What follows belongs to an exercise in optimizing a design on an open flow for small area; a production flow would make more cautious choices.
In this exercise RTL edits were held to simulation tests only and were not proved equivalent to the original.
Power figures rest on the tool's default switching activity, not on a simulated workload. The clock port is modelled as an ideal driver; clocking choices that lean on that would not hold on a real chip.

--- flow/run.sh ---
#!/bin/bash
# synth_recipe.tcl (not shown) runs the flow's synth.tcl, then flattens the netlist and writes it again
# the make line also repeats each setting of config.mk as NAME=value (left out here)
make -C /OpenROAD-flow-scripts/flow DESIGN_CONFIG=/design/flow/config.mk WORK_HOME=/design/flow/orfs CLKGATE_MAP_FILE= SYNTH_SCRIPT=/design/flow/synth_recipe.tcl finish
--- flow/config.mk ---
export PLATFORM = sky130hd
export DESIGN_NAME = mem_access_top
export DESIGN_NICKNAME = mem_access_top
export VERILOG_FILES = /design/flow/design.v
export SDC_FILE = /design/flow/constraint.sdc
export NUM_CORES = 4
export LEC_CHECK = 0
export CAP_MARGIN = 20
export CORE_MARGIN = 2
export CORE_UTILIZATION = 40
export CTS_CLUSTER_DIAMETER = 100
export CTS_CLUSTER_SIZE = 35
export SLEW_MARGIN = 20
--- flow/constraint.sdc ---
create_clock -name core_clock -period 10.0 [get_ports {clk}]
set_input_delay 2.0000 -clock core_clock [delete_from_list [all_inputs] [get_ports {clk}]]
set_output_delay 2.0000 -clock core_clock [all_outputs]
set_load 0.01 [all_outputs]
--- flow/design.v ---
module mem_access_top(
    input wire clk,
    input wire rst,
    input wire uart_rx,
    output wire uart_tx,
    output reg  led_captured,
    output reg  led_reset,
    output reg uart_idle,
    output reg uart_start,
    output reg uart_data
);
    localparam int L = 265;
    logic [9:0] cnt;
    wire tick = cnt[0] & cnt[1] & ~cnt[2] & cnt[3] & ~cnt[4] & ~cnt[5] & ~cnt[6]
              & cnt[7] & cnt[8];
    wire half = cnt[0] & cnt[1] & cnt[2] & ~cnt[3] & cnt[4] & ~cnt[6] & cnt[7]
              & ~cnt[8] & ~cnt[9];
    always_ff @(posedge clk or posedge rst)
        if (rst) cnt <= 10'b1100010111;
        else     cnt <= {cnt[8:0], ~(cnt[2] ^ cnt[9]) ^ tick};
    logic [8:0] p;
    logic [8*L-1:0] ring;
    wire  [7:0] tap = ring[8*L-1 -: 8];
    logic [7:0] we;
    logic wbit;
    wire  [7:0] rin = (we & {8{wbit}}) | (~we & tap);
    always_ff @(posedge clk) begin
        ring <= {ring[8*L-9:0], rin};
        p    <= (p[8] & p[3]) ? 9'd0 : p + 9'd1;    
    end
    localparam logic [3:0] S_D8 = 4'd0, S_IDLE = 4'd1, S_START = 4'd2,
                           S_STOP = 4'd3, S_DONE = 4'd4, S_RDY = 4'd5;
    logic [3:0] st;
    logic ri;
    always_ff @(posedge clk or posedge rst)
        if (rst) st <= S_IDLE;
        else if (tick) begin
            if (st[3])             st <= st + 4'd1;
            else if (st == S_D8)   st <= S_STOP;
            else if (st == S_IDLE) st <= uart_rx ? S_IDLE : S_START;
            else                   st <= S_IDLE;
        end else if (half) begin
            if (st == S_START) st <= 4'b1000;
        end else if (st == S_STOP) st <= uart_rx ? S_DONE : S_IDLE;
        else if (st == S_DONE) st <= S_RDY;
        else if (st == S_RDY)  st <= S_IDLE;
    always_ff @(posedge clk or posedge rst)
        if (rst) begin
            ri <= 1'b0;
            uart_idle <= 1'b0; uart_start <= 1'b0; uart_data <= 1'b0;
            led_captured <= 1'b0; led_reset <= 1'b1;
        end else begin
            if (tick && st == S_IDLE) ri <= 1'b1;
            uart_idle <= ri;
            if (st == 4'b1000) uart_start <= 1'b1;
            if (st == 4'b1001) uart_data <= 1'b1;
            if (st == S_RDY) led_captured <= 1'b1;
            led_reset <= 1'b0;
        end
    wire samp = tick & st[3];             
    wire [2:0] k = st[2:0] - 3'd1;        
    logic rbit;                           
    logic [1:0] bc;                       
    logic [1:0] typ;
    logic [7:0] addr;
    logic bpend, mpend;                   
    logic [1:0] head, tail;               
    wire hit_w   = p[8] & ((bc == 2'd0) ? p[3] : (~p[3] & (p[2] == bc[1]) & (p[1:0] == tail)));
    wire do_mem  = mpend & (p == {1'b0, addr});
    wire do_slot = bpend & ~mpend & hit_w;
    wire mem_wr  = do_mem & (typ == 2'd1);
    wire mem_rd  = do_mem & (typ != 2'd1);
    wire wen     = mem_wr | (do_slot & ((bc != 2'd0) | (k[2:1] == 2'd0)));
    wire [2:0] wlane = (bc == 2'd0) ? {tail, k[0]} : k;
    assign wbit = rbit;
    always_comb
        for (int i = 0; i < 8; i++) we[i] = wen & (wlane == i);
    logic [2:0] fsel;
    wire  [2:0] tsel = p[8] ? fsel : k;
    wire  tbit = tap[tsel];
    always_ff @(posedge clk) begin
        if (samp) rbit <= uart_rx;
        else if (mem_rd) rbit <= tbit;
        if (samp && bc == 2'd0 && st[2:0] == 3'd0) typ[0] <= uart_rx;
        if (samp && bc == 2'd0 && st[2:0] == 3'd1) typ[1] <= uart_rx;
        if (samp && bc == 2'd1) addr <= {uart_rx, addr[7:1]};
    end
    always_ff @(posedge clk or posedge rst)
        if (rst) begin
            bc <= 2'd0; bpend <= 1'b0; mpend <= 1'b0; tail <= 2'd0;
        end else begin
            if (samp) begin
                bpend <= 1'b1;
                if (bc == 2'd2 && typ != 2'd3) mpend <= 1'b1;
            end
            if (do_mem) mpend <= 1'b0;
            if (do_slot) bpend <= 1'b0;
            if (st == S_RDY) begin
                bc <= (bc == 2'd2) ? 2'd0 : bc + 2'd1;
                if (bc == 2'd2 && typ != 2'd3) tail <= tail + 2'd1;
            end
        end
    logic active;
    logic [1:0] y;            
    logic [3:0] kt;           
    logic fb;                 
    logic txo;
    assign uart_tx = txo;
    wire hit_r = p[8] & ((y == 2'd0) ? p[3] : (~p[3] & (p[2] == y[1]) & (p[1:0] == head)));
    wire [2:0] bi = kt[2:0] - 3'd1;
    assign fsel = (y == 2'd0) ? {head, bi[0]} : bi;
    always_ff @(posedge clk)
        if (hit_r) fb <= (y == 2'd0 && bi[2:1] != 2'd0) ? 1'b0 : tbit;
    always_ff @(posedge clk or posedge rst)
        if (rst) begin
            active <= 1'b0; y <= 2'd0; kt <= 4'd0; txo <= 1'b1; head <= 2'd0;
        end else if (tick) begin
            if (active) begin
                if (y == 2'd3) begin
                    txo <= 1'b1;
                    active <= 1'b0;
                    head <= head + 2'd1;
                end else begin
                    txo <= (kt == 4'd0) ? 1'b0 : (kt == 4'd9) ? 1'b1 : fb;
                    if (kt == 4'd9) begin
                        kt <= 4'd0;
                        y <= y + 2'd1;
                    end else kt <= kt + 4'd1;
                end
            end else if (head != tail) begin
                txo <= 1'b0;
                active <= 1'b1;
                y <= 2'd0;
                kt <= 4'd1;
            end
        end
endmodule
==> results of run 1 <==
[cell type report]
type / instances / area, µm²
repair buffers: 9 / 87.6
flip-flops and latches: 2177 / 43900
multi-input cells: 227 / 1660
fillers: 9772 / 64300
clock buffers: 78 / 1860
inverters: 19 / 71.3
clock inverters: 10 / 135
well taps: 1512 / 1890
[state kept, by name (all words and copies together) (netlist names), 2 cells and up]
| name | cells |
|---|---|
| p | 9 |
| kt | 4 |
| st | 4 |
| tail | 2 |
| bc | 2 |
| addr | 8 |
| head | 2 |
| typ | 2 |
| y | 2 |
| ring | 2120 |
| cnt | 10 |
[report_power, final]
part	internal (µW)	switching, µW	leakage [µW]
clock	1400	2310	0.000978
sequential	8680	0.0380	0.0177
combinational	1.59	3.78	0.000641
total	10100	2310	0.0193
[Yosys cell counts, drive strengths merged (11+ instances only)]
cell,number,share of area
nand3,16,0.0018
dfrtp,27,0.015
mux2,12,0.0030
a21oi,12,0.0013
nor2,12,0.00098
dfxtp,2129,0.93
nand2,15,0.0012
o21ai,21,0.0023
xnor2,16,0.0031
edfxtp,12,0.0079
ha,11,0.0030
inv,19,0.0016
clkbuf,13,0.0011
[through the flow]
step / std cells / power [µW] / setup WS (ns) / cell area, µm² / util
after global placement: 3944 / 8880 / 6.43 / 47600 / 0.418
after floorplan: 2444 / 8880 / 7.21 / 45700 / -
after CTS: 4032 / 12600 / 6.08 / 49600 / 0.435
final: 4032 / 12400 / 6.24 / 49600 / 0.436
after detailed placement: 3944 / 8880 / 6.51 / 47600 / 0.418
after global routing: 4032 / 12900 / 5.98 / 49600 / 0.436
[final timing paths]
kind,slack (ns),startpoint,cells past startpoint,end
worst max-delay path,6.24,led_captured,1,led_captured
worst min-delay path,0.32,ring[749],0,ring[757]
worst max register to register,7.22,st[0],7,ring[6]
worst min register to register,0.32,ring[749],0,ring[757]
max in group asynchronous,7.90,rst,3,cnt[2]
min in group asynchronous,1.73,rst,3,kt[3]
[metal layers]
| metal | vias up | part of all wire | track usage | wire length, µm |
|---|---|---|---|---|
| met4 | 0 | 0.033 | 0.0320 | 1540 |
| met1 | 7082 | 0.55 | 0.122 | 25300 |
| met3 | 122 | 0.046 | 0.0229 | 2120 |
| li1 | 7688 | - | - | - |
| met2 | 220 | 0.37 | 0.106 | 17100 |
| met5 | - | 0 | 0 | 0 |
[kinds of logic (layout without fill, tap and decap cells)]
| group | Yosys count | count (layout) | share of synthesized area |
|---|---|---|---|
| XOR/XNOR | 23 | 23 | 0.00441 |
| AO/OA/AOI/OAI | 73 | 73 | 0.0105 |
| AND/OR/NAND/NOR | 99 | 99 | 0.0129 |
| buffers and inverters | 40 | 116 | 0.00389 |
| other | 1 | 1 | 0.0000820 |
| flip-flops | 2177 | 2177 | 0.960 |
| multiplexers | 20 | 20 | 0.00525 |
| adder cells (fa/ha/maj) | 11 | 11 | 0.00301 |
==> qor.yml, run 1 <==
job:
  max-cap-violations: 0
worst_setup_path:
  crit_buf_inv: 1
  path_class: "reg -> out"
  cp.arrival_ns: 1.76
  crit_fanout: 2
  critPathLaunchType: "flip-flop"
  cp_top_family: "buffers and inverters"
  critical_path.cell_chain: "clkdlybuf4s50_1"
  worstPathRequired_ns: 8.00
  worstSetupEndpointType: "output port"
  critical_path.max_stage_delay_ns: 0.73
  crit_slowest_cell: "clkdlybuf4s50_1"
route:
  drc: 0
  first_pass_iters: 6
  routed_wl_mm: 46.0
  vias_per_cell: 3.75
  num_vias: 15100
  first_iter_violations: 1017
  wire_per_inst_um: 11.4
  final_antenna_net_count: 0
timing:
  slew_violations: 0
  finalCriticalPeriod_ns: 3.76
  report.final.hold_viol_count: 0
  setup_violations: 0
  layout_worst_path_cycle_share: 0.376
  finalClockSkew_ns: 0.0173
  relSlewSlack: 0.510
  clock.fmax_ghz: 0.266
  setup_tns_ns: 0
  hold_slack_ns: 0.322
  rsz0062_at_grt: "no"
  worstMarginPinSlew_ns: 0.730
clocking:
  cts_tree: "yes"
  cts.sinks: 2177
  cts_hold_buffers: 0
  cts_root_buffer: "clkbuf_16"
  clk_path_buf_depth: 3
  insertion_delay_ns: 0.66
  htreeDepth: 3
  cts_setup_buffers: 0
  cts_buffers: 72
  cts.repair.resized: 0
  path_clk_slew_ns: 0.12
floorplan:
  die_h_um: 342
  start_util: 0.402
  core_area_mm2: 0.114
  pin_count: 9
  die_w_um: 342
  rows: 124
  dieArea_mm2: 0.117
synth:
  yosysWarnings: 1
  async_flop_share: 0.0165
  ys_types: 60
  synthFlopType: "dfxtp_1"
  syn-num-nets: 2458
  synth-seq-cells: 2177
  synth.avg_cell_area_um2: 18.7
  synth_area_mm2: 0.0457
  synth_cells: 2444
  synth_edf_count: 12
  ys_seq_area_frac: 0.960
power:
  pwr_density_cell_mw_per_mm2: 250
  p_leak_uw: 0.0193
  vdd_ir_drop_max_mv: 0.120
placed_design:
  gp_congestion: 0.783
  numPortBuffers: 8
  hpwl_mm: 22.4
cells_and_area:
  num_antenna_cells: 0
  final_cell_mix: "2,129 x dfxtp_1, 73 x clkbuf_16, 27 x dfrtp_1, 20 x o21ai_0, 19 x inv_1"
  nets: 2520
  areaGrowthSynthToFinish_pct: 8.46
  mostFrequentLayoutCell: "dfxtp_1"
  drive_above_1_share: 0.0440
global_routing:
  track_usage: 0.0803
  antenna_found_initial: 0
  grt_pass1_wl_mm: 79.1
  grt_max_degree: 37
  first_global_vias: 15500
  grt-ovfl-total: 0
hold_path:
  hold_path_class: "reg -> reg"
run_status:
  run_status: "no timing/DRC/antenna violations"
==> run 2: changes to the inputs <==
--- a/flow/config.mk
+++ b/flow/config.mk
@@ -5,6 +5,7 @@
 export SDC_FILE = /design/flow/constraint.sdc
 export NUM_CORES = 4
 export LEC_CHECK = 0
+export ABC_AREA = 1
 export CAP_MARGIN = 20
 export CORE_MARGIN = 2
 export CORE_UTILIZATION = 40
==> run 2 against run 1 <==
- non-clock buffer count is the same
- sequential power about the same
- setup slack better by 0.018 ns
- register-to-register slack improved by 0.40 ns
- final cell count grew 2.3%
- design area is essentially flat
- synthesized cell count increased by 3.8%
- die area shrank 0.13%
- global-route usage rose by 0.087 points
- critical path depth unchanged
==> qor.yml, run 2 <==
run_status:
  run_status: "no timing/DRC/antenna violations"
route:
  vias_per_cell: 3.74  # -0.16%
  first_iter_violations: 801  # -21%
  wire_per_inst_um: 11.3  # -1.3%
  routed_wl_mm: 46.5  # +0.95%
  final_antenna_net_count: 0  # unchanged
  num_vias: 15400  # +2.2%
  first_pass_iters: 5  # -1
  drc: 0  # unchanged
clocking:
  clk_path_buf_depth: 3  # unchanged
  htreeDepth: 3  # unchanged
  cts_setup_buffers: 0  # unchanged
  cts_hold_buffers: 0  # unchanged
  cts.sinks: 2177  # unchanged
  insertion_delay_ns: 0.64  # -0.02 ns
  cts_tree: "yes"
  cts_buffers: 73  # +1.4%
  cts.repair.resized: 0  # unchanged
  path_clk_slew_ns: 0.12  # about the same
  cts_root_buffer: "clkbuf_16"
worst_setup_path:
  r2r_slack_ns: 7.62  # +0.40 ns
  crit_buf_inv: 1  # unchanged
  r2r-end: "ring[3]"
  reg2reg_depth: 10  # +3
  critical_path.max_stage_delay_ns: 0.55  # -0.18 ns
  crit_fanout: 2  # unchanged
  cp.depth: 1  # unchanged
  critical_path.cell_chain: "clkdlybuf4s50_1"
  worstPathRequired_ns: 8.00  # about the same
  critPathLaunch: "txo"
  cp.arrival_ns: 1.74  # -0.02 ns
  crit_slowest_cell: "dfstp_2"
  r2r_start: "st[0]"
  worstSetupEndpointType: "output port"
  path_class: "reg -> out"
  crit_end: "uart_tx"
  critPathLaunchType: "flip-flop"
  cp_top_family: "flip-flops"
cells_and_area:
  num_antenna_cells: 0  # unchanged
  final_cell_mix: "2,129 x dfxtp_1, 118 x nand2_1, 76 x clkbuf_16, 55 x inv_1, 37 x nor2_1"
  reg_top3: "ring (2120), cnt (10), p (9)"
  largest_reg_flops: 2120  # unchanged
  fin_util: 0.440  # +0.00441
  register_area_mm2: 0.0439  # unchanged
  drive_above_1_share: 0.0457  # +0.00165
  top_register: "ring"
  multiInputGateArea_mm2: 0.00150  # -9.5%
  fillers: 9552  # -2.3%
  areaGrowthSynthToFinish_pct: 8.67
  nets: 2629  # +4.3%
  mostFrequentLayoutCell: "dfxtp_1"
floorplan:
  die_h_um: 342  # about the same
  dieArea_mm2: 0.117  # -0.13%
  core_area_mm2: 0.113  # -0.94%
  pin_count: 9  # unchanged
  rows: 123  # -0.81%
  start_util: 0.405  # +0.00328
  die_w_um: 342  # about the same
synth:
  syn-num-nets: 2550  # +3.7%
  synth_area_mm2: 0.0457  # -0.13%
  synth_fa_ha_area_frac: 0.00301  # +0.00000396
  yosysMostFrequentCell: "dfxtp_1"
  synth_compound_area_frac: 0.00748  # -0.00305
  synth_top_family_by_area: "simple AND/OR/NAND/NOR gates"
  async_flop_share: 0.0165  # unchanged
  synth_edf_count: 12  # unchanged
  yosysWarnings: 1  # unchanged
  yosys-mux-area-fraction: 0  # -0.00525
  synth-seq-cells: 2177  # unchanged
  synth_top_area_share: 0.933  # +0.00123
  synth_xor_area_frac: 0.00173  # -0.00268
  yosysTopAreaCell: "dfxtp_1"
  ys_seq_area_frac: 0.961  # +0.00126
  synthFlopType: "dfxtp_1"
  synth.avg_cell_area_um2: 18.0  # -3.8%
  ys_types: 40  # -33%
  yosys.area_share.simple: 0.0205  # +0.00758
  synth.area.top_cells: "dfxtp_1 93%, dfrtp_1 1.5%, nand2_1 0.97%, edfxtp_1 0.79%, dfstp_2 0.52%"
  synth_cells: 2536  # +3.8%
  synth_commonest_cells: "2,129 x dfxtp_1, 118 x nand2_1, 55 x inv_1"
power:
  vdd_ir_drop_max_mv: 0.118  # -1.8%
  p_leak_uw: 0.0195  # +1.1%
  pwr_density_cell_mw_per_mm2: 250  # about the same
job:
  max-cap-violations: 0  # unchanged
placed_design:
  numPortBuffers: 8  # unchanged
  hpwl_mm: 23.3  # +4.2%
  gp_congestion: 0.740  # -5.5%
hold_path:
  min_from: "ring[1027]"
  hold_path_class: "reg -> reg"
timing:
  worstMarginPinSlew_ns: 0.638  # -0.0923 ns
  setup_tns_ns: 0  # unchanged
  layout_worst_path_cycle_share: 0.374  # -0.00178
  finalCriticalPeriod_ns: 3.74  # -0.0178 ns
  slew_violations: 0  # unchanged
  relSlewSlack: 0.572  # +0.0622
  clock.fmax_ghz: 0.267  # +0.47%
  report.final.hold_viol_count: 0  # unchanged
  setup_violations: 0  # unchanged
  finalClockSkew_ns: 0.0272  # +0.00995 ns
  rsz0062_at_grt: "no"
global_routing:
  antenna_found_initial: 0  # unchanged
  first_global_vias: 15700  # +1.2%
  grt_pass1_wl_mm: 79.7  # +0.79%
  grt-ovfl-total: 0  # unchanged
  grt_max_degree: 37  # unchanged
  track_usage: 0.0812  # +0.000872
run 2: changes by cell type in the layout (fill, tap and decap cells not counted), moves of 9 or more:
| cell | change |
|---|---|
| nor2_1 | +25 |
| nand2_1 | +103 |
| inv_1 | +36 |
| xnor2_1 | -12 |
| nor2b_1 | -9 |
| o21ai_0 | +13 |
| nand3_1 | +12 |
run 2: metal layers:
layer,global-route usage,share of wire
met3,0.0217,0.040
met1,0.124,0.55
met2,0.109,0.38
met4,0.0296,0.030
met5,0,0
run 2: worst min path at each step:
stage	endpoint	depth (start not counted)	slack, ns
after floorplan	ring[1000]	0	0.31
after global placement	ring[1101]	0	0.31
after detailed placement	ring[1843]	0	0.31
after CTS	ring[1035]	0	0.31
after global routing	ring[1035]	0	0.31
final	ring[1035]	0	0.31
run 2: cells by family after synthesis:
group | count (synthesis)
compound gates | 60
xor+xnor | 9
fa+ha+maj | 11
buf+inv | 67
flops | 2177
other cells | 1
simple gates | 211
run 2: power breakdown:
part           internal [µW]  leakage, µW  switching, µW  total [µW]
Combinational           1.31     0.000844           3.62        4.94
Sequential              8680       0.0177         0.0500        8680
Clock                   1420     0.000990           2300        3720
run 2: per-stage QoR:
| stage | instance area [µm²] | total power [µW] | cells | hold slack [ns] | worst slack (ns) |
|---|---|---|---|---|---|
| 6_report | 49600 | 12400 | 4126 | 0.310 | 6.26 |
| 5_1_grt | 49600 | 12900 | 4126 | 0.306 | 6.16 |
| 4_1_cts | 49600 | 12600 | 4126 | 0.314 | 6.18 |
| 3_5_place_dp | 47600 | 8880 | 4040 | 0.312 | 6.71 |
| 3_3_place_gp | 47600 | 8880 | 4040 | 0.311 | 6.65 |
| 2_1_floorplan | 45700 | 8880 | 2536 | 0.310 | 7.21 |
run 2: area by class of cell:
class	count	share of cell area
clock buffer	81	0.0389
clock inverter	5	0.00204
inverter	62	0.00469
multi-input combinational	292	0.0303
sequential	2177	0.884
tap	1500	0.0378
timing repair buffer	9	0.00176
==> run 3: changes to the inputs <==
--- a/flow/design.v
+++ b/flow/design.v
@@ -113,25 +113,28 @@
         if (hit_r) fb <= (y == 2'd0 && bi[2:1] != 2'd0) ? 1'b0 : tbit;
     always_ff @(posedge clk or posedge rst)
         if (rst) begin
-            active <= 1'b0; y <= 2'd0; kt <= 4'd0; txo <= 1'b1; head <= 2'd0;
+            active <= 1'b0; txo <= 1'b1; head <= 2'd0;
         end else if (tick) begin
             if (active) begin
                 if (y == 2'd3) begin
                     txo <= 1'b1;
                     active <= 1'b0;
                     head <= head + 2'd1;
-                end else begin
+                end else
                     txo <= (kt == 4'd0) ? 1'b0 : (kt == 4'd9) ? 1'b1 : fb;
-                    if (kt == 4'd9) begin
-                        kt <= 4'd0;
-                        y <= y + 2'd1;
-                    end else kt <= kt + 4'd1;
-                end
             end else if (head != tail) begin
                 txo <= 1'b0;
                 active <= 1'b1;
+            end
+        end
+    always_ff @(posedge clk)
+        if (tick) begin
+            if (!active) begin
                 y <= 2'd0;
                 kt <= 4'd1;
-            end
+            end else if (kt == 4'd9) begin
+                kt <= 4'd0;
+                y <= y + 2'd1;
+            end else kt <= kt + 4'd1;
         end
 endmodule
==> flow/flow/run.sh (new file) <==
#!/bin/bash
# The standard layout (standard.sh, unchanged synthesis, floorplan,
# placement, routing), with the clock tree built by TritonCTS options that the
# flow settings do not reach: no dummy loads, sink clusters of up to 38
# flip-flops within 100 um, and leaf buffers sized by a derated max cap
# (0.06) instead of always the strongest buffer.
set -euo pipefail
export CTS_ARGS="-sink_clustering_enable -repair_clock_nets -dont_use_dummy_load -sink_clustering_size 38 -sink_clustering_max_diameter 100 -sink_buffer_max_cap_derate 0.06"
bash standard.sh > standard_flow.log 2>&1
==> flow/standard.sh (new file) <==
#!/bin/bash
# synth_recipe.tcl (not shown) runs the flow's synth.tcl, then flattens the netlist and writes it again
# the make line also repeats each setting of config.mk as NAME=value (left out here)
make -C /OpenROAD-flow-scripts/flow DESIGN_CONFIG=/design/flow/config.mk WORK_HOME=/design/flow/orfs CLKGATE_MAP_FILE= SYNTH_SCRIPT=/design/flow/synth_recipe.tcl "${@:-finish}"
--- a/flow/config.mk
+++ b/flow/config.mk
@@ -9,6 +9,4 @@
 export CAP_MARGIN = 20
 export CORE_MARGIN = 2
 export CORE_UTILIZATION = 40
-export CTS_CLUSTER_DIAMETER = 100
-export CTS_CLUSTER_SIZE = 35
 export SLEW_MARGIN = 20
removed: flow/run.sh
==> run 3 against run 2 <==
- still clean on timing, DRC and antenna
- via count is 2.3% lower
- sequential power hardly changed
- register-to-register slack worse by 0.28 ns
- clock power is 9.9% lower
- power is 3.0% lower
- global-route usage is 0.073 points lower
- highest routed layer unchanged
==> qor.yml, run 3 <==
timing:
  finalCriticalPeriod_ns: 4.01  # +0.263 ns
  relSlewSlack: 0.490  # -0.0827
  rsz0062_at_grt: "no"
  clock.fmax_ghz: 0.250  # -6.6%
  worstMarginPinSlew_ns: 0.763  # +0.125 ns
  layout_worst_path_cycle_share: 0.401  # +0.0263
  setup_tns_ns: 0  # unchanged
  report.final.hold_viol_count: 0  # unchanged
  setup_violations: 0  # unchanged
  finalClockSkew_ns: 0.0891  # +0.0619 ns
  slew_violations: 0  # unchanged
floorplan:
  rows: 123  # unchanged
  pin_count: 9  # unchanged
  die_w_um: 342  # about the same
  die_h_um: 342  # about the same
  core_area_mm2: 0.113  # unchanged
  dieArea_mm2: 0.117  # -0.15%
  start_util: 0.404  # -0.000621
power:
  vdd_ir_drop_max_mv: 0.118  # +0.32%
  pwr_density_cell_mw_per_mm2: 245  # -2.0%
  p_int_uw: 9800  # -2.9%
  switching_share: 0.186  # about the same
  combinationalPowerShare: 0  # unchanged
  power.share.sequential: 0.721  # +0.022
  p_leak_uw: 0.0194  # -0.86%
  power.switching_uw: 2240  # -3.0%
  clkPwrFrac: 0.278  # -0.022
route:
  first_iter_violations: 909  # +13%
  final_antenna_net_count: 0  # unchanged
  routed_wl_mm: 46.1  # -0.69%
  vias_per_cell: 3.68  # -1.8%
  first_pass_iters: 7  # +2
  wire_per_inst_um: 11.2  # -0.13%
  drc: 0  # unchanged
  num_vias: 15100  # -2.3%
global_routing:
  grt_use_met1: 0.124  # -0.000470
  grt_pass1_wl_mm: 78.5  # -1.6%
  antenna_found_initial: 3  # +3
  grt-ovfl-total: 0  # unchanged
  use_met2: 0.108  # -0.00118
  track_usage: 0.0804  # -0.000727
  use_met3: 0.0198  # -0.00197
  busiest_layer: "met1"
  first_global_vias: 15300  # -2.4%
  grt_max_degree: 39  # +5.4%
synth:
  synthFlopType: "dfxtp_1"
  synth_cells: 2523  # -0.51%
  synth.area.top_cells: "dfxtp_1 93%, edfxtp_1 1.2%, dfrtp_1 1.2%, nand2_1 0.92%, inv_1 0.55%"
  syn-num-nets: 2537  # -0.51%
  yosysMostFrequentCell: "dfxtp_1"
  ys_types: 38  # -5.0%
  async_flop_share: 0.0138  # -0.00276
  yosysTopAreaCell: "dfxtp_1"
  synth_commonest_cells: "2,129 x dfxtp_1, 112 x nand2_1, 67 x inv_1"
  yosysWarnings: 1  # unchanged
  synth_area_mm2: 0.0456  # -0.15%
  ys_seq_area_frac: 0.963  # +0.00214
  synth-seq-cells: 2177  # unchanged
  synth.avg_cell_area_um2: 18.1  # +0.36%
  synth_top_area_share: 0.935  # +0.00143
  synth_edf_count: 18  # +6
worst_setup_path:
  worstSetupEndpointType: "output port"
  worstPathRequired_ns: 8.00  # about the same
  critical_path.cell_chain: "clkdlybuf4s50_1"
  path_class: "reg -> out"
  crit_buf_inv: 1  # unchanged
  crit_slowest_cell: "clkdlybuf4s50_1"
  cp.arrival_ns: 2.01  # +0.27 ns
  cp_top_family: "buffers and inverters"
  crit_fanout: 2  # unchanged
  critical_path.max_stage_delay_ns: 0.59  # +0.04 ns
  critPathLaunchType: "flip-flop"
job:
  max-cap-violations: 0  # unchanged
placed_design:
  numPortBuffers: 8  # unchanged
  hpwl_mm: 23.0  # -1.6%
  dp.cells: 4028  # -0.30%
  gp_congestion: 0.754  # +1.9%
clocking:
  clk_path_buf_depth: 3  # unchanged
  cts.repair.resized: 0  # unchanged
  cts.sinks: 2177  # unchanged
  path_clk_slew_ns: 0.12  # about the same
  cts_buffers: 69  # -5.5%
  cts_setup_buffers: 0  # unchanged
  htreeDepth: 3  # unchanged
  cts_tree: "yes"
  cts_root_buffer: "clkbuf_4"
  cts_hold_buffers: 0  # unchanged
  insertion_delay_ns: 0.98  # +0.34 ns
cells_and_area:
  largest_reg_flops: 2120  # unchanged
  fin_cells: 4103  # -0.56%
  final_cell_mix: "2,129 x dfxtp_1, 112 x nand2_1, 67 x inv_1, 60 x clkbuf_16, 36 x nor2_1"
  reg_top3: "ring (2120), cnt (10), p (9)"
  areaGrowthSynthToFinish_pct: 7.75
  mostFrequentLayoutCell: "dfxtp_1"
  nets: 2613  # -0.61%
  drive_above_1_share: 0.0366  # -0.00912
  top_register: "ring"
hold_path:
  hold_path_class: "reg -> reg"
run_status:
  run_status: "no timing/DRC/antenna violations"
==> run 3: cell types whose count changed in the layout (fill, tap and decap cells not counted), sizes merged, moves of 3 or more <==
cell	delta
clkbuf	-12
o21ai	-7
dfrtp	-6
diode	+6
edfxtp	+6
nand2	-6
inv	+5
nor2	-4
clkinv	-3
xor2	+3
==> run 3: kinds of logic after synthesis <==
logic type      count (synthesis)  synth area share
flops                        2177             0.963
simple gates                  201            0.0194
buf+inv                        73           0.00615
compound gates                 48           0.00576
xor+xnor                       12           0.00231
fa+ha+maj                      11           0.00302
other cells                     1         0.0000822
==> run 3: cell type report <==
cell class / count / area [µm²]
Antenna cell: 6 / 15.0
Timing Repair Buffer: 9 / 87.6
Tap cell: 1500 / 1880
Fill cell: 9575 / 63700
Multi-Input combinational cell: 273 / 1400
Clock buffer: 69 / 1570
Inverter: 69 / 259
Sequential cell: 2177 / 43900
==> run 3: power groups by stage <==
stage	clock [µW]	sequential [µW]	combinational, µW
3_5_place_dp	0	8880	4.93
4_1_cts	3480	8680	4.91
5_1_grt	3760	8690	5.36
3_3_place_gp	0	8880	4.74
6_report	3350	8680	4.55
2_1_floorplan	0	8880	1.80
==> run 3: layer usage <==
layer  share of wire  vias to the layer above
met5               0                        -
met4           0.032                        0
met3           0.036                       97
met2            0.37                      148
met1            0.56                     7024
li1                -                     7815
==> run 3: worst paths after layout <==
kind,start,endpoint,cells past startpoint,slack [ns]
setup reg to reg,cnt[8],addr[4],5,7.34
min in group asynchronous,rst,cnt[6],3,1.44
hold reg to reg,ring[675],ring[683],0,0.26
hold / removal,ring[675],ring[683],0,0.26
max in group asynchronous,rst,txo,3,8.16
setup / recovery,txo,uart_tx,1,5.99
==> run 3: through the flow <==
step | worst slack, ns | instance area (µm²) | hold slack (ns) | total power (µW) | utilization
6_report | 5.99 | 49100 | 0.263 | 12000 | 0.436
4_1_cts | 5.83 | 49100 | 0.236 | 12200 | 0.435
2_1_floorplan | 7.38 | 45600 | 0.310 | 8880 | -
3_5_place_dp | 6.62 | 47500 | 0.312 | 8880 | 0.421
3_3_place_gp | 6.62 | 47500 | 0.312 | 8880 | 0.421
5_1_grt | 5.83 | 49100 | 0.246 | 12500 | 0.436
==> run 4: changes to the inputs <==
==> flow/flow/run.sh (replaced) <==
#!/bin/bash
# The standard layout (standard.sh, unchanged synthesis, floorplan,
# placement, routing), with the clock tree built by TritonCTS options that the
# flow settings do not reach: no dummy loads, sink clusters of up to 36
# flip-flops within 100 um, and leaf buffers sized by a derated max cap
# (0.06) instead of always the strongest buffer.
set -euo pipefail
export CTS_ARGS="-sink_clustering_enable -repair_clock_nets -dont_use_dummy_load -sink_clustering_size 36 -sink_clustering_max_diameter 100 -sink_buffer_max_cap_derate 0.06"
bash standard.sh > standard_flow.log 2>&1
==> run 4 against run 3 <==
- fmax fell by 0.57%
- first-iteration DRC count is 3.7% higher
- non-clock buffer count unchanged
- worst hold slack improved by 0.0073 ns
- final cell count about the same
- power increased by 0.55%
- die area stayed put
- core utilization is 0.082 points higher
- global-route usage is essentially flat
- design area grew 0.19%
- critical endpoint unchanged
==> qor.yml, run 4 <==
run_status:
  run_status: "no timing/DRC/antenna violations"
route:
  wire_per_inst_um: 11.2  # -0.35%
  num_vias: 15100  # +0.040%
  first_iter_violations: 943  # +3.7%
  routed_wl_mm: 46.0  # -0.33%
  vias_per_cell: 3.68  # about the same
  final_antenna_net_count: 0  # unchanged
  drc: 0  # unchanged
  first_pass_iters: 4  # -3
placed_design:
  dp.cells: 4028  # unchanged
  hpwl_mm: 23.0  # unchanged
  gp_congestion: 0.754  # unchanged
  numPortBuffers: 8  # unchanged
synth:
  synth.area.top_cells: "dfxtp_1 93%, edfxtp_1 1.2%, dfrtp_1 1.2%, nand2_1 0.92%, inv_1 0.55%"
  ys_types: 38  # unchanged
  yosysMostFrequentCell: "dfxtp_1"
  synthFlopType: "dfxtp_1"
  synth_cells: 2523  # unchanged
  synth-seq-cells: 2177  # unchanged
  synth_commonest_cells: "2,129 x dfxtp_1, 112 x nand2_1, 67 x inv_1"
  syn-num-nets: 2537  # unchanged
  yosysTopAreaCell: "dfxtp_1"
  synth_top_area_share: 0.935  # unchanged
  async_flop_share: 0.0138  # unchanged
  ys_seq_area_frac: 0.963  # unchanged
  synth_edf_count: 18  # unchanged
  synth_area_mm2: 0.0456  # unchanged
  synth.avg_cell_area_um2: 18.1  # unchanged
  yosysWarnings: 1  # unchanged
global_routing:
  grt_pass1_wl_mm: 78.9  # +0.51%
  grt_max_degree: 37  # -5.1%
  first_global_vias: 15400  # +0.026%
  antenna_found_initial: 3  # unchanged
  grt-ovfl-total: 0  # unchanged
  track_usage: 0.0807  # +0.000271
clocking:
  cts_root_buffer: "clkbuf_4"
  cts.sinks: 2177  # unchanged
  cts_setup_buffers: 0  # unchanged
  cts_hold_buffers: 0  # unchanged
  cts_tree: "yes"
  path_clk_slew_ns: 0.12  # about the same
  cts.repair.resized: 0  # unchanged
  insertion_delay_ns: 1.00  # +0.02 ns
  cts_buffers: 73  # +5.8%
  htreeDepth: 3  # unchanged
  clk_path_buf_depth: 3  # unchanged
timing:
  setup_violations: 0  # unchanged
  report.final.hold_viol_count: 0  # unchanged
  relSlewSlack: 0.498  # +0.00778
  setup_tns_ns: 0  # unchanged
  slew_violations: 0  # unchanged
  finalClockSkew_ns: 0.0650  # -0.0240 ns
  worstMarginPinSlew_ns: 0.751  # -0.0116 ns
  rsz0062_at_grt: "no"
  clock.fmax_ghz: 0.248  # -0.57%
  finalCriticalPeriod_ns: 4.03  # +0.0231 ns
  layout_worst_path_cycle_share: 0.403  # +0.00231
worst_setup_path:
  cp.arrival_ns: 2.03  # +0.02 ns
  critical_path.cell_chain: "clkdlybuf4s50_1"
  r2r_start: "cnt[8]"
  worstPathRequired_ns: 8.00  # about the same
  crit_fanout: 2  # unchanged
  critPathLaunchType: "flip-flop"
  crit_slowest_cell: "clkdlybuf4s50_1"
  crit_buf_inv: 1  # unchanged
  critPathLaunch: "txo"
  worstSetupEndpointType: "output port"
  cp_top_family: "buffers and inverters"
  critical_path.max_stage_delay_ns: 0.59  # about the same
  path_class: "reg -> out"
floorplan:
  pin_count: 9  # unchanged
  core_area_mm2: 0.113  # unchanged
  die_h_um: 342  # unchanged
  dieArea_mm2: 0.117  # unchanged
  rows: 123  # unchanged
  die_w_um: 342  # unchanged
  start_util: 0.404  # unchanged
cells_and_area:
  reg_top3: "ring (2120), cnt (10), p (9)"
  top_register: "ring"
  largest_reg_flops: 2120  # unchanged
  multiInputGateArea_mm2: 0.00140  # unchanged
  drive_above_1_share: 0.0381  # +0.00148
  nets: 2617  # +0.15%
  fillers: 9565  # -0.10%
  final_cell_mix: "2,129 x dfxtp_1, 112 x nand2_1, 67 x inv_1, 64 x clkbuf_16, 36 x nor2_1"
  fin_cells: 4104  # +0.024%
  areaGrowthSynthToFinish_pct: 7.95
  register_area_mm2: 0.0439  # unchanged
  mostFrequentLayoutCell: "dfxtp_1"
job:
  max-cap-violations: 0  # unchanged
power:
  p_leak_uw: 0.0194  # +0.25%
  pwr_density_cell_mw_per_mm2: 246  # +0.36%
  vdd_ir_drop_max_mv: 0.112  # -5.8%
hold_path:
  min_from: "ring[1015]"
  hold_path_class: "reg -> reg"
[run 4: per-layer routing]
layer	track usage	up-vias	routed length [µm]	part of all wire
met3	0.0203	103	1780	0.039
li1	-	7825	-	-
met4	0.0300	0	1400	0.030
met2	0.108	150	17100	0.37
met1	0.124	7012	25700	0.56
met5	0	-	0	0
[run 4: cell type report]
class                   instances  share of cell area
flip-flops and latches       2177               0.892
multi-input cells             273              0.0284
inverters                      69             0.00526
clock buffers                  73              0.0339
diodes                          3            0.000153
well taps                    1500              0.0381
repair buffers                  9             0.00178
[run 4: cell families after synthesis]
kind of cell	Yosys count	share of synthesized area
AO/OA/AOI/OAI	48	0.00576
XOR/XNOR	12	0.00231
adder cells (fa/ha/maj)	11	0.00302
buffers and inverters	73	0.00615
flip-flops	2177	0.963
other	1	0.0000822
AND/OR/NAND/NOR	201	0.0194
[run 4: power by group]
part	switching, µW	internal [µW]	total, µW	leakage [µW]
clock	2240	1180	3420	0.000830
combinational	3.14	1.32	4.45	0.000927
sequential	0.0664	8680	8680	0.0177
total	2240	9860	12100	0.0194
[run 4: worst paths after layout]
kind,endpoint,slack [ns],cells past startpoint
worst min-delay path,ring[1023],0.27,0
min in group asynchronous,cnt[6],1.45,3
worst min register to register,ring[1023],0.27,0
worst max register to register,addr[3],7.40,5
max in group asynchronous,bc[1],8.19,3
worst max-delay path,uart_tx,5.97,1
[run 4: metrics by stage]
step           hold WS (ns)  power (µW)  utilization  worst slack (ns)  cell area (µm²)
2_1_floorplan         0.310        8880            -              7.38            45600
3_3_place_gp          0.312        8880        0.421              6.62            47500
3_5_place_dp          0.312        8880        0.421              6.62            47500
4_1_cts               0.270       12300        0.436              5.78            49200
5_1_grt               0.268       12500        0.436              5.80            49200
6_report              0.271       12100        0.436              5.97            49200

## static timing again, ports no longer ideal
The flow's constraints put no driver on any port. The routed layouts listed below were extracted and timed again, unchanged, in two steps.
Step 1, drivers: a clkbuf_16 drives clk and a buf_2 each remaining input, both assumed.
Step 2 moves the port delays by t, midway between the first and last clock arrival at a register: inputs arrive t later, outputs are due t later. That takes back most of the time a late clock gives input paths.
Slacks: ideal / step 1 / step 2; pairs: ideal / step 1.
run	t (ns)	setup slack, ns	worst setup path after step 2
run 1	0.713	6.238 / 6.176 / 6.473	input to register
run 2	0.694	6.256 / 6.196 / 6.677	input to register
run 3	0.988	5.993 / 5.935 / 6.511	input to register
run 4	0.996	5.970 / 5.913 / 6.586	input to register
After both steps setup and hold are still met in every run listed.
